What follows belongs to an exercise in optimizing a design on an open flow for small area and a short achievable clock period; a production flow would make more cautious choices. No run shown here included a check of the RTL's function; only the layout flow was run. Power figures rest on the tool's default switching activity, not on a simulated workload.

## flow/design.v (module list and top-level ports; edited modules follow where they fit)
// module ALU: 1011 lines
// module P_INV: 1 lines
// module P_ND2: 1 lines
// module P_NR2: 1 lines
// module P_AN2: 1 lines
// module P_OR2: 1 lines
// module P_XOR2: 1 lines
// module P_XNR2: 1 lines
// module P_MX2I: 1 lines
// module P_OAI21: 1 lines
// module P_AOI21: 1 lines
// module P_O21A: 1 lines
// module P_HA: 1 lines
// module P_A222OI: 3 lines
// module ShifterSignExtender: 322 lines
// module XSel: 38 lines
// module AmtDec: 47 lines
// module ex_datapath: 93 lines
module ex_datapath(
    input  wire        CLK,
    input  wire [31:0] A,
    input  wire [31:0] Rm,
    input  wire [11:0] I,
    input  wire [1:0]  AM,
    input  wire        CIN,
    input  wire [3:0]  Op,
    output reg  [31:0] Out,
    output wire        Z,
    output wire        N,
    output reg         C,
    output reg         V
);
  // ...
==> flow/flow/run.sh <==
#!/bin/bash
set -euo pipefail
MARGIN=5.9
export BUFFER_PORTS_ARGS="-buffer_cell sky130_fd_sc_hd__buf_1"
sed "s|\"\${@:-finish}\"|SETUP_SLACK_MARGIN=${MARGIN} \"\${@:-finish}\"|" standard.sh > standard_margin.sh
grep -q "SETUP_SLACK_MARGIN=${MARGIN}" standard_margin.sh
bash standard_margin.sh > flow_make.log 2>&1
==> flow/standard.sh <==
#!/bin/bash
# synth_recipe.tcl (not shown) runs the flow's synth.tcl, then flattens the netlist and writes it again
# the make line also repeats each setting of config.mk as NAME=value (left out here)
make -C /OpenROAD-flow-scripts/flow DESIGN_CONFIG=/design/flow/config.mk WORK_HOME=/design/flow/orfs CLKGATE_MAP_FILE= SYNTH_SCRIPT=/design/flow/synth_recipe.tcl "${@:-finish}"
==> flow/config.mk <==
export PLATFORM = sky130hd
export DESIGN_NAME = ex_datapath
export DESIGN_NICKNAME = ex_datapath
export VERILOG_FILES = /design/flow/design.v
export SDC_FILE = /design/flow/constraint.sdc
export NUM_CORES = 4
export LEC_CHECK = 0
export CAP_MARGIN = 20
export CORE_MARGIN = 2
export CORE_UTILIZATION = 40
export CTS_BUF_LIST = sky130_fd_sc_hd__clkbuf_4 sky130_fd_sc_hd__clkbuf_8
export SLEW_MARGIN = 20
export SYNTH_HIERARCHICAL = 1
export TNS_END_PERCENT = 5
==> flow/constraint.sdc <==
create_clock -name core_clock -period 9.0 [get_ports {CLK}]
set_input_delay 1.8000 -clock core_clock [delete_from_list [all_inputs] [get_ports {CLK}]]
set_output_delay 1.8000 -clock core_clock [all_outputs]
set_load 0.01 [all_outputs]
==> results.py, run 1 <==
metrics = {
    "timing": {
        "hold_viol_final": 0,
        "fmax_mhz": 309,
        "rsz0062_at_grt": "true",
    },
    "critical_path": {
        "worst_setup_path_end_kind": "flop",
        "reg2reg_to": "zb[1]$_DFF_P_",
        "path_max_fanout": 4,
        "critPathRequiredTime_ps": 9340,
    },
    "run": {
        "maxCapViolations": 0,
    },
    "final_layout": {
        "design.seq.count": 126,
        "area_dominant_class": "multi-input combinational cells",
        "buffer_area_frac": 0.0940,
        "layout_commonest_cell": "mux2i_1",
        "nFillCells": 1987,
    },
    "synth": {
        "syn_inst": 940,
        "synth_fp_nets": 1067,
        "synth.area.mux_share": 0.290,
        "synth.most_common_cell": "mux2i_1",
    },
    "pwr": {
        "p_total_uw": 2170,
        "pg_comb_uw": 927,
        "p_sw_frac": 0.385,
    },
    "grt": {
        "grt_pass1_vias": 6924,
    },
    "hold_path": {
        "hold_path.class": "reg2reg",
    },
    "place": {
        "place.gp.congestion": 0.839,
        "place_inst": 1334,
    },
    "clocking": {
        "cts_tree": "done",
        "htreeDepth": 4,
    },
    "floorplan": {
        "die_area_mm2": 0.0219,
    },
    "route": {
        "wl_per_cell_um": 15.9,
        "detail_route.wirelength_um": 22100,
    },
    "run_status": {
        "status": "no timing/DRC/antenna violations",
    },
}
==> run 2, diff against run 1 <==
--- a/flow/flow/run.sh
+++ b/flow/flow/run.sh
@@ -1,5 +1,5 @@
 #!/bin/bash
 set -euo pipefail
-MARGIN=5.9
+MARGIN=6.2
 export BUFFER_PORTS_ARGS="-buffer_cell sky130_fd_sc_hd__buf_1"
 sed "s|\"\${@:-finish}\"|SETUP_SLACK_MARGIN=${MARGIN} \"\${@:-finish}\"|" standard.sh > standard_margin.sh
==> run 2 against run 1 <==
Against the previous run:
- still clean on timing, DRC and antenna
- maximum frequency decreased by 0.46%
- synthesized cell count stayed put
- synthesized area did not move
- via count decreased by 0.11%
- sequential share of layout area down 0.14 points
- first-iteration DRC count rose by 3.7%
- utilization increased by 0.27 points
- total power is 0.10% higher
- critical path depth is 1 lower
- critical path type unchanged
- largest power group unchanged
==> results.py, run 2 <==
metrics = {
    "run": {
        "maxCapViolations": 0,
    },
    "pwr": {
        "p_sw_frac": 0.386,
        "intPower_uw": 1330,
        "p_sw_uw": 839,
        "irDropWorstVdd_mv": 0.0991,
        "cellLeakagePower_uw": 0.00444,
        "power_frac_seq": 0.344,
        "power.density_mw_per_mm2": 209,
        "p_clk_frac": 0.229,
        "p_comb_frac": 0.427,
    },
    "grt": {
        "grt_pass1_vias": 6990,
        "gr-usage-met3": 0.0343,
        "grt-ovfl-total": 0,
        "met1_usage": 0.263,
        "grt_max_degree": 35,
        "grt_first_pass_wirelength_um": 35900,
        "grt_busiest_layer": "met2",
        "grt_usage": 0.206,
        "antenna_found_initial": 0,
        "use_met2": 0.342,
    },
    "route": {
        "vias": 7202,
        "drc": 0,
        "wl_per_cell_um": 15.9,
        "detail_route.wirelength_um": 22200,
        "first_pass_iters": 9,
        "drt_iter0_markers": 481,
        "antenna_left": 0,
        "vias_per_cell": 5.16,
    },
    "final_layout": {
        "reg_top3": "Out: 32 flops, rn_q: 32 flops, xn_q: 32 flops",
        "stdcell_area_mm2": 0.0104,
        "nFillCells": 1982,
        "seqCellArea_mm2": 0.00253,
        "layout_commonest_cell": "mux2i_1",
        "antenna_cells": 0,
        "mostFrequentLayoutCells": "mux2i_1 (196), dfxtp_1 (125), buf_1 (111)",
        "finalNetCount": 1239,
        "area.growth.synth_to_final_pct": 25.2,
        "drive_gt1_frac": 0.166,
        "multi_input_area_mm2": 0.00580,
        "fin_cells": 1395,
    },
    "synth": {
        "yosys-top-cells-area": "dfxtp_1 (30%), mux2i_1 (29%), ha_1 (6.5%), o21ai_1 (4.8%), nand2_1 (4.5%)",
        "synth-main-ff-cell": "dfxtp_1",
        "synth_fp_nets": 1067,
        "syn_avg_cell_area_um2": 8.83,
        "syn_area_mm2": 0.00830,
        "netlist.area_leader.share": 0.304,
        "synth_edf_count": 0,
        "synth_seq_cells": 126,
        "yosysSeqAreaShare": 0.304,
        "synth.most_common_cell": "mux2i_1",
        "ys_warn_count": 7,
        "ys_types": 33,
        "syn_inst": 940,
        "yosys.area.top_type": "dfxtp_1",
        "ys_async_sr_fraction": 0,
        "synth_common_cells": "mux2i_1 (240), dfxtp_1 (126), nand2_1 (100)",
    },
    "timing": {
        "setup_tns_ps": 0,
        "rsz0062_at_grt": "true",
        "hold_viol_final": 0,
        "finalSetupViolations": 0,
        "fmax_mhz": 308,
        "fin_skew_ps": 12.9,
        "tightest_slew_ps": 441,
        "slew_violations": 0,
        "fin_crit_ps": 3250,
        "period_share": 0.361,
        "relSlewSlack": 0.706,
    },
    "floorplan": {
        "die_h_um": 148,
        "die_area_mm2": 0.0219,
        "coreArea_mm2": 0.0203,
        "num_rows": 52,
        "io_pins": 120,
        "die_w_um": 148,
        "start_util": 0.409,
    },
    "clocking": {
        "cts_made_buffers": 17,
        "hold_buffers": 0,
        "cts_sinks": 126,
        "path_clk_slew_ps": 80,
        "cts_root_buf": "clkbuf_8",
        "insertion_delay_ps": 460,
        "clock_path_buffers": 2,
        "htreeDepth": 4,
        "cts_tree": "done",
    },
    "place": {
        "place_inst": 1334,
        "dpl.hpwl_um": 15900,
        "placed_area_mm2": 0.00919,
        "place.gp.congestion": 0.839,
        "io_buffer_count": 119,
    },
    "critical_path": {
        "critPathRequiredTime_ps": 9310,
        "max_stage_delay_ps": 400,
        "worstPathCellList": "buf_8 > and4bb_4 > nor2b_4 > buf_12 > mux2i_4 > mux2i_2 > mux2i_1 > mux2i_1 > mux2i_1",
        "crit_type": "in2reg",
        "path_max_fanout": 13,
        "cp_slowest_cell": "and4bb_4",
        "critPathMostFrequentCell": "mux2i_1",
        "worst_setup_path_end_kind": "flop",
        "worstPathArrival_ps": 3560,
        "critPathLaunchType": "primary input",
    },
    "hold_path": {
        "hold_path.class": "reg2reg",
    },
    "run_status": {
        "status": "no timing/DRC/antenna violations",
    },
}
run 2: cells by family (layout without fill, tap and decap cells):
| logic type | count (synthesis) | after routing | share of synthesized area |
|---|---|---|---|
| compound gates | 177 | 177 | 0.144 |
| xor+xnor | 36 | 36 | 0.0380 |
| fa+ha+maj | 43 | 43 | 0.0648 |
| buf+inv | 95 | 278 | 0.0446 |
| flops | 126 | 126 | 0.304 |
| mux | 240 | 240 | 0.290 |
| simple gates | 223 | 225 | 0.115 |
run 2: power groups by stage:
| stage | clock [µW] | combinational (µW) | sequential (µW) |
|---|---|---|---|
| after floorplan | 0 | 581 | 792 |
| after global placement | 0 | 827 | 765 |
| after detailed placement | 0 | 836 | 765 |
| after CTS | 505 | 918 | 750 |
| after global routing | 533 | 1030 | 760 |
| final | 497 | 929 | 748 |
run 2: metrics by stage:
| stage | setup WS, ps | hold WS [ps] | power [µW] | utilization |
|---|---|---|---|---|
| finish | 5750 | 456 | 2170 | 0.512 |
| global route | 5710 | 475 | 2330 | 0.512 |
| CTS | 5870 | 449 | 2170 | 0.507 |
| detailed placement | 4590 | 435 | 1600 | 0.453 |
| global placement | 4590 | 441 | 1590 | 0.453 |
| floorplan | 5170 | 384 | 1370 | - |
run 2: path summary, 6_finish.rpt:
check,start,to,slack [ps],depth (start not counted)
max,Op[1],rn_q[7]$_DFF_P_,5750,9
min,csub_q$_DFF_P_,C$_DFF_P_,460,1
max reg2reg,amt4_q$_DFF_P_,zb[3]$_DFF_P_,6090,15
min reg2reg,csub_q$_DFF_P_,C$_DFF_P_,460,1
run 2: final cells by class:
class,instances,area share
Tap cell,270,0.0325
Clock buffer,20,0.0253
Sequential cell,126,0.243
Clock inverter,12,0.0131
Timing Repair Buffer,156,0.0955
Multi-Input combinational cell,721,0.558
Inverter,90,0.0325
run 2: metal layers:
| layer | share of wire | vias up | wire length [µm] |
|---|---|---|---|
| li1 | - | 3680 | - |
| met1 | 0.46 | 3277 | 10100 |
| met2 | 0.46 | 199 | 10300 |
| met3 | 0.046 | 46 | 1020 |
| met4 | 0.034 | 0 | 758 |
| met5 | 0 | - | 0 |
run 2: what timing repair did:
item,4_1_cts,5_1_grt
pin swaps,10,2
gates resized for setup,90,22
gates cloned,4,1
buffers inserted,24,0
setup endpoints to repair,83,69
run 2: critical path, delay by kind of cell:
| kind | cells | cell delay [ps] |
|---|---|---|
| simple gates | 2 | 470 |
| mux | 5 | 1050 |
| buf+inv | 2 | 250 |
run 2: modules after synthesis (local to each module, per instance), excerpt:
module / area (µm²) / cells inside
P_AOI21: 8.76 / 1
P_ND2: 3.75 / 1
P_AN2: 6.26 / 1
P_A222OI: 10.0 / 1
P_XNR2: 8.76 / 1
P_O21A: 7.51 / 1
P_OAI21: 5.00 / 1
P_OR2: 6.26 / 1
P_NR2: 3.75 / 1
P_MX2I: 10.0 / 1

-- afterwards: timing with drivers on the ports --
Ports are ideal in the flow. The routed layouts listed here were re-timed in OpenROAD.
Step 1 sets driving cells, clkbuf_16 on the clock port and buf_2 on the other inputs (assumed; they add their load-dependent delay and slew).
Step 2 also shifts input and output timing later by t, the mid clock arrival at the registers, as if the neighbouring blocks saw the same clock.
Slacks: ideal / step 1 / step 2; pairs: ideal / step 1.
run | shift t [ns] | slack for setup (ns) | worst hold slack (ns) | worst setup path at the end | clock arrival spread, ns
run 1 | 0.483 | 5.767 / 5.764 / 5.281 | 0.465 / 0.465 / 0.465 | input to register | 0.012 / 0.012
run 2 | 0.489 | 5.753 / 5.750 / 5.260 | 0.456 / 0.456 / 0.456 | input to register | 0.013 / 0.013
After both steps every run listed still meets setup and hold. The setup slack of run 2, which loses most, moves by -0.003 ns with the drivers and by -0.493 ns with both steps.
